Background: an optimization exercise with open tools, aiming at small area. Do not read the settings as production practice.
The RTL was checked by simulation tests, not by an equivalence proof against the original design.

==> flow/design.v <==
`timescale 1ns / 1ps
module ElevatorController
  (
   input         clk,
   input         reset,
   input [11:0]  newRealFloorButton,
   input [9:1]   newInternalButton1,
   input [9:1]   newInternalButton2,
   input [9:1]   newInternalButton3,
   output [2:0]  currentFloor1,
   output [2:0]  currentFloor2,
   output [2:0]  currentFloor3,
   output [1:0]  currentDirection1,
   output [1:0]  currentDirection2,
   output [1:0]  currentDirection3,
   output [11:0] currentRealFloorButton,
   output [9:1]  currentInternalButton1,
   output [9:1]  currentInternalButton2,
   output [9:1]  currentInternalButton3,
   output        doorState1,
   output        doorState2,
   output        doorState3
   );
   reg [1:0]     stage;
   always @(posedge clk or posedge reset)
     if (reset) stage <= 2'd0;
     else       stage <= {stage[1] ^ stage[0], ~stage[0]};
   wire          enDir  = (stage == 2'd0);
   wire          enDoor = (stage == 2'd1);
   wire          enBtn  = (stage == 2'd2);
   wire          enLift = (stage == 2'd3);
   function fgt(input [2:0] a, input [2:0] c);
      fgt = (a[2] & ~c[2]) |
            (~(a[2] ^ c[2]) & ((a[1] & ~c[1]) | (~(a[1] ^ c[1]) & a[0] & ~c[0])));
   endfunction
   function fle(input [2:0] a, input integer k);
      reg [2:0] kk;
      begin
         kk = k;
         fle = (k >= 7) | ~fgt(a, kk);
      end
   endfunction
   function feq(input [2:0] a, input integer k);
      reg [2:0] kk;
      begin
         kk = k;
         feq = &(a ~^ kk);
      end
   endfunction
   reg [6:2]     ud;
   reg           p12, p13, p23;
   wire [13:0]   B1, B2, B3;
   wire [2:0]    F1 = currentFloor1, F2 = currentFloor2, F3 = currentFloor3;
   wire [13:0]   newExt = {1'b0, newRealFloorButton, 1'b0};
   wire          gt12 = fgt(F1, F2), gt23 = fgt(F2, F3), gt31 = fgt(F3, F1);
   wire          eq12 = &(F1 ~^ F2), eq23 = &(F2 ~^ F3), eq31 = &(F3 ~^ F1);
   wire          gt21 = ~gt12 & ~eq12, gt32 = ~gt23 & ~eq23, gt13 = ~gt31 & ~eq31;
   wire          distinct = ~eq12 & ~eq23 & ~eq31;
   wire          cyc = distinct & (gt12 ^ gt23 ^ gt31);
   reg [13:0]    n1, n2, n3;
   reg [6:2]     udn;
   reg           q12, q13, q23;
   reg           c1, c2, c3, w1u, w2u, w3u, w1d, w2d, w3d;
   reg           aU, aD, g1, g2, g3;
   reg           sU, sD, qU, qD, at, ub;
   integer       b;
   always @* begin
      q12 = p12; q13 = p13; q23 = p23;
      n1 = 14'b0; n2 = 14'b0; n3 = 14'b0; udn = 5'b0;
      for (b = 1; b <= 7; b = b + 1) begin
         c1 = fle(F1, b); c2 = fle(F2, b); c3 = fle(F3, b);
         qU = cyc & ~gt12 & c1 & c2 & c3;
         w2u = ~qU & c2 & (~c1 | gt21 | (eq12 & ~q12)) & (~c3 | gt23 | (eq23 & q23));
         w3u = ~qU & c3 & (~c1 | gt31 | (eq31 & ~q13)) & (~c2 | gt32 | (eq23 & ~q23));
         w1u = ~w2u & ~w3u;
         c1 = ~fle(F1, b-1); c2 = ~fle(F2, b-1); c3 = ~fle(F3, b-1);
         qD = ~cyc & distinct & gt12 & c1 & c2 & c3;
         w2d = ~qD & c2 & (~c1 | gt12 | (eq12 & ~q12)) & (~c3 | gt32 | (eq23 & q23));
         w3d = ~qD & c3 & (~c1 | gt13 | (eq31 & ~q13)) & (~c2 | gt23 | (eq23 & ~q23));
         w1d = ~w2d & ~w3d;
         at = feq(F1, b) | feq(F2, b) | feq(F3, b);
         sU = at & ~qU;
         sD = at & ~qD;
         aU = 1'b0;
         if (b < 7) begin
            aU = newExt[2*b-1] | (sU & (B1[2*b-1] | B2[2*b-1] | B3[2*b-1]));
            n1[2*b-1] = aU ? w1u : B1[2*b-1];
            n2[2*b-1] = aU ? w2u : B2[2*b-1];
            n3[2*b-1] = aU ? w3u : B3[2*b-1];
         end
         aD = 1'b0;
         if (b > 1) begin
            ub = (b < 7) ? ud[b] : 1'b0;
            aD = ~aU & (newExt[2*b-2] | ub | (sD & (B1[2*b-2] | B2[2*b-2] | B3[2*b-2])));
            n1[2*b-2] = aD ? w1d : B1[2*b-2];
            n2[2*b-2] = aD ? w2d : B2[2*b-2];
            n3[2*b-2] = aD ? w3d : B3[2*b-2];
            if (b < 7)
              udn[b] = aU & (ub | (newExt[2*b-2] & ~(B1[2*b-2] | B2[2*b-2] | B3[2*b-2])));
         end
         g1 = (w1u & aU) | (w1d & aD);
         g2 = (w2u & aU) | (w2d & aD);
         g3 = (w3u & aU) | (w3d & aD);
         q12 = g1 ? 1'b0 : (g2 ? 1'b1 : q12);
         q13 = g1 ? 1'b0 : (g3 ? 1'b1 : q13);
         q23 = g2 ? 1'b0 : (g3 ? 1'b1 : q23);
      end
   end
   always @(posedge clk) begin
      if (reset) begin
         ud <= 5'b0;
         p12 <= 1'b1; p13 <= 1'b1; p23 <= 1'b1;
      end else begin
         ud <= udn;
         p12 <= q12; p13 <= q13; p23 <= q23;
      end
   end
   assign currentRealFloorButton = n1[12:1] | n2[12:1] | n3[12:1] |
                                   {2'b0, ud[6], 1'b0, ud[5], 1'b0, ud[4], 1'b0, ud[3], 1'b0, ud[2], 1'b0};
   Car car1(clk, reset, enDir, enDoor, enBtn, enLift, n1, newInternalButton1,
            currentFloor1, currentDirection1, doorState1, B1, currentInternalButton1);
   Car car2(clk, reset, enDir, enDoor, enBtn, enLift, n2, newInternalButton2,
            currentFloor2, currentDirection2, doorState2, B2, currentInternalButton2);
   Car car3(clk, reset, enDir, enDoor, enBtn, enLift, n3, newInternalButton3,
            currentFloor3, currentDirection3, doorState3, B3, currentInternalButton3);
endmodule  
module Car
  (
   input             clk,
   input             reset,
   input             enDir,
   input             enDoor,
   input             enBtn,
   input             enLift,
   input [13:0]      fb,         
   input [9:1]       newInt,
   output reg [2:0]  floor,
   output reg [1:0]  dir,        
   output reg        door,       
   output [13:0]     hallReg,
   output [9:1]      ibCur
   );
   reg [12:1]        hall;
   reg [9:1]         ib;
   reg [3:0]         lcnt;       
   reg               move;
   assign hallReg = {1'b0, hall, 1'b0};
   assign ibCur = ib | newInt;
   wire [7:1]        fbUp = {1'b0, fb[11], fb[9], fb[7], fb[5], fb[3], fb[1]};
   wire [7:1]        fbDn = {fb[12], fb[10], fb[8], fb[6], fb[4], fb[2], 1'b0};
   wire [7:1]        calls = ibCur[7:1] | fbUp | fbDn;
   function fgt(input [2:0] a, input [2:0] c);
      fgt = (a[2] & ~c[2]) |
            (~(a[2] ^ c[2]) & ((a[1] & ~c[1]) | (~(a[1] ^ c[1]) & a[0] & ~c[0])));
   endfunction
   function [2:0] dec3(input [2:0] a);
      dec3 = {a[2] & (a[1] | a[0]), a[1] ~^ a[0], ~a[0]};
   endfunction
   function [2:0] inc3(input [2:0] a);
      inc3 = {a[2] ^ (a[1] & a[0]), a[1] ^ a[0], ~a[0]};
   endfunction
   function [3:0] dec4(input [3:0] a);
      dec4 = {a[3] & (a[2] | a[1] | a[0]), a[2] ^ ~(a[1] | a[0]), a[1] ~^ a[0], ~a[0]};
   endfunction
   reg [7:1]         here, above, below;
   integer           f;
   always @* begin
      for (f = 1; f <= 7; f = f + 1) begin
         here[f] = &(floor ~^ f[2:0]);
         above[f] = fgt(f[2:0], floor);
         below[f] = fgt(floor, f[2:0]);
      end
   end
   wire              upper = |(calls & above);
   wire              lower = |(calls & below);
   wire              hUp = |(fbUp & here);
   wire              hDn = |(fbDn & here);
   wire              ibHere = |(ibCur[7:1] & here);
   always @(posedge clk or posedge reset)
     if (reset)
       dir <= 2'b00;
     else if (enDir & ~move & ~door)
       dir <= {upper & ~(dir[0] & lower), lower & (dir[0] | ~upper)};
   reg [2:0]         dq;
   wire              openReq = ibHere | (hUp & ~dir[0]) | (hDn & ~dir[1]);
   always @* door = |dq;
   always @(posedge clk or posedge reset)
     if (reset)
       dq <= 3'd0;
     else if (move)
       dq <= 3'd0;
     else if (enDoor) begin
        if (openReq)
          dq <= 3'd6;
        else if (~dq[2] & ~dq[1])
          dq <= 3'd0;
        else if (ibCur[9])
          dq <= 3'd6;
        else if (ibCur[8])
          dq <= 3'd1;
        else
          dq <= dec3(dq);
     end
   wire              bOpen = enBtn & door;
   wire [7:1]        clrDn = {7{bOpen & ~dir[1]}} & here;
   wire [7:1]        clrUp = {7{bOpen}} & here & ({7{dir[1]}} | ({7{~dir[0]}} & ~fbDn));
   wire [7:1]        clrI = {7{enBtn & (door | ~move)}} & here;
   wire [12:1]       clrH = {clrDn[7], clrUp[6], clrDn[6], clrUp[5], clrDn[5], clrUp[4],
                             clrDn[4], clrUp[3], clrDn[3], clrUp[2], clrDn[2], clrUp[1]};
   always @(posedge clk or posedge reset)
     if (reset) begin
        hall <= 12'b0;
        ib <= 9'b0;
     end else begin
        hall <= fb[12:1] & ~clrH;
        ib <= ibCur & ~{enBtn & (door | move), enBtn & ~door, clrI};
     end
   always @(posedge clk or posedge reset)
     if (reset) begin
        floor <= 3'd1;
        move <= 1'b0;
        lcnt <= 4'd0;
     end else if (enLift) begin
        if (lcnt == 4'd0) begin
           if (door | move) begin
              move <= 1'b0;
              lcnt <= 4'b1101;
           end else if (dir[1] & (floor != 3'd7)) begin
              floor <= inc3(floor);
              move <= 1'b1;
              lcnt <= 4'b1101;
           end else if (dir[0] & (floor != 3'd1)) begin
              floor <= dec3(floor);
              move <= 1'b1;
              lcnt <= 4'b1101;
           end
        end else
          lcnt <= {lcnt[2:0], ~(lcnt[3] ^ lcnt[2])};
     end
endmodule  
clock: 32.0 ns
lec_check: 0
abc_area: 1
cap_margin: 20
core_margin: 2
core_utilization: 45
gpl_timing_driven: 0
place_density: 0.6
setup_slack_margin: 1.5
slew_margin: 20
standard.sh (not shown) runs the stock make flow with config.mk's settings and CLKGATE_MAP_FILE= SYNTH_SCRIPT=/design/flow/synth_recipe.tcl, a recipe that flattens the netlist after the stock synthesis.
==> flow/flow/run.sh <==
#!/bin/bash
# Standard ORFS layout (the standard.sh) with these changes:
#  - ABC maps the logic for area (deepsyn + area mapping) instead of ORFS's script
#  - no half/full-adder extraction before ABC (ABC maps that logic itself)
#  - the port buffers are the smallest buffer cell
#  - clock tree: larger sink clusters, no dummy balancing loads
# All tool output goes to standard.log and ORFS's own logs under orfs/logs.
set -euo pipefail
here=$(pwd)
mkdir -p scripts_area
for f in "$FLOW_HOME"/scripts/*; do ln -sf "$f" scripts_area/; done
rm -f scripts_area/abc_area.script scripts_area/abc_speed.script
cp flow/abc.script scripts_area/abc_area.script
cp flow/abc.script scripts_area/abc_speed.script
export SCRIPTS_DIR=$here/scripts_area
export ADDER_MAP_FILE=
export BUFFER_PORTS_ARGS="-buffer_cell sky130_fd_sc_hd__buf_1"
export CTS_ARGS="-sink_clustering_enable -repair_clock_nets -buf_list sky130_fd_sc_hd__clkbuf_8 -sink_clustering_size 30 -sink_clustering_max_diameter 100 -dont_use_dummy_load"
bash standard.sh > standard.log 2>&1
==> flow/flow/abc.script <==
strash
&get -n
&deepsyn -T 30
&dch -f
&nf -R 1000
&st
&dch -f
&nf -R 1000
&put
topo
Then changed:
--- a/flow/design.v
+++ b/flow/design.v
@@ -143,7 +143,6 @@
    reg [12:1]        hall;
    reg [9:1]         ib;
    reg [3:0]         lcnt;       
-   reg               move;
    assign hallReg = {1'b0, hall, 1'b0};
    assign ibCur = ib | newInt;
    wire [7:1]        fbUp = {1'b0, fb[11], fb[9], fb[7], fb[5], fb[3], fb[1]};
@@ -176,35 +175,41 @@
    wire              hUp = |(fbUp & here);
    wire              hDn = |(fbDn & here);
    wire              ibHere = |(ibCur[7:1] & here);
+   reg [2:0]         dq;
+   wire              move = ~dq[2] & ~dq[1] & dq[0];
+   always @* door = dq[2] | dq[1];
+   wire              idle = ~dq[2] & ~dq[1] & ~dq[0];
    always @(posedge clk or posedge reset)
      if (reset)
        dir <= 2'b00;
-     else if (enDir & ~move & ~door)
+     else if (enDir & idle)
        dir <= {upper & ~(dir[0] & lower), lower & (dir[0] | ~upper)};
-   reg [2:0]         dq;
    wire              openReq = ibHere | (hUp & ~dir[0]) | (hDn & ~dir[1]);
-   always @* door = |dq;
+   wire              lz = (lcnt == 4'd0);
    always @(posedge clk or posedge reset)
      if (reset)
-       dq <= 3'd0;
-     else if (move)
-       dq <= 3'd0;
-     else if (enDoor) begin
+       dq <= 3'b000;
+     else if (enDoor & ~move) begin
         if (openReq)
-          dq <= 3'd6;
-        else if (~dq[2] & ~dq[1])
-          dq <= 3'd0;
+          dq <= 3'b111;
+        else if (~dq[2] & ~dq[0])
+          dq <= 3'b000;
         else if (ibCur[9])
-          dq <= 3'd6;
+          dq <= 3'b111;
         else if (ibCur[8])
-          dq <= 3'd1;
+          dq <= 3'b010;
         else
           dq <= dec3(dq);
+     end else if (enLift & lz) begin
+        if (move)
+          dq <= 3'b000;
+        else if (~door & ((dir[1] & (floor != 3'd7)) | (dir[0] & (floor != 3'd1))))
+          dq <= 3'b001;
      end
    wire              bOpen = enBtn & door;
    wire [7:1]        clrDn = {7{bOpen & ~dir[1]}} & here;
    wire [7:1]        clrUp = {7{bOpen}} & here & ({7{dir[1]}} | ({7{~dir[0]}} & ~fbDn));
-   wire [7:1]        clrI = {7{enBtn & (door | ~move)}} & here;
+   wire [7:1]        clrI = {7{enBtn & ~move}} & here;
    wire [12:1]       clrH = {clrDn[7], clrUp[6], clrDn[6], clrUp[5], clrDn[5], clrUp[4],
                              clrDn[4], clrUp[3], clrDn[3], clrUp[2], clrDn[2], clrUp[1]};
    always @(posedge clk or posedge reset)
@@ -213,25 +218,21 @@
         ib <= 9'b0;
      end else begin
         hall <= fb[12:1] & ~clrH;
-        ib <= ibCur & ~{enBtn & (door | move), enBtn & ~door, clrI};
+        ib <= ibCur & ~{enBtn & ~idle, enBtn & ~door, clrI};
      end
    always @(posedge clk or posedge reset)
      if (reset) begin
         floor <= 3'd1;
-        move <= 1'b0;
         lcnt <= 4'd0;
      end else if (enLift) begin
-        if (lcnt == 4'd0) begin
-           if (door | move) begin
-              move <= 1'b0;
-              lcnt <= 4'b1101;
-           end else if (dir[1] & (floor != 3'd7)) begin
+        if (lz) begin
+           if (door | move)
+             lcnt <= 4'b1101;
+           else if (dir[1] & (floor != 3'd7)) begin
               floor <= inc3(floor);
-              move <= 1'b1;
               lcnt <= 4'b1101;
            end else if (dir[0] & (floor != 3'd1)) begin
               floor <= dec3(floor);
-              move <= 1'b1;
               lcnt <= 4'b1101;
            end
         end else
=> The changed run ran to the end with no violations. Global-route usage rose by 0.49 points. Utilization rose by 1.1 points. Synthesized area fell by 1.1%. Routed wire length rose by 0.76%. Final area fell by 0.89%. Critical path depth fell by 3. Via count rose by 1.1%. Worst setup slack got worse by 630 ps. Register-to-register slack improved by 410 ps.

==> what the ideal ports hide <==
The flow's constraints put no driver on any port. The routed layouts listed below were extracted and timed again, unchanged, in two steps.
Step 1, drivers: a clkbuf_16 drives clk and a buf_2 each remaining input, both assumed.
Step 2 adds t to the input delays and takes it off the output delays; t is the mean of the earliest and latest rising clock arrival at the registers after step 1. Input paths then give back, and output paths get back, about the clock's delay inside the block.
a / b / c = ideal / step 1 / step 2; a / b = the first two.
run	t (ns)	slack for setup (ns)	hold slack, ns	clock arrival spread, ns	pins driven straight from the clock port
the first run	0.432	17.114 / 17.130 / 16.697	0.514 / 0.514 / 0.514	0.035 / 0.035	1
the second run	0.417	16.487 / 16.498 / 16.081	0.523 / 0.523 / 0.523	0.033 / 0.033	1
After both steps every run listed still meets setup and hold. The setup slack of the first run, which loses most, moves by +0.016 ns with the drivers and by -0.417 ns with both steps.
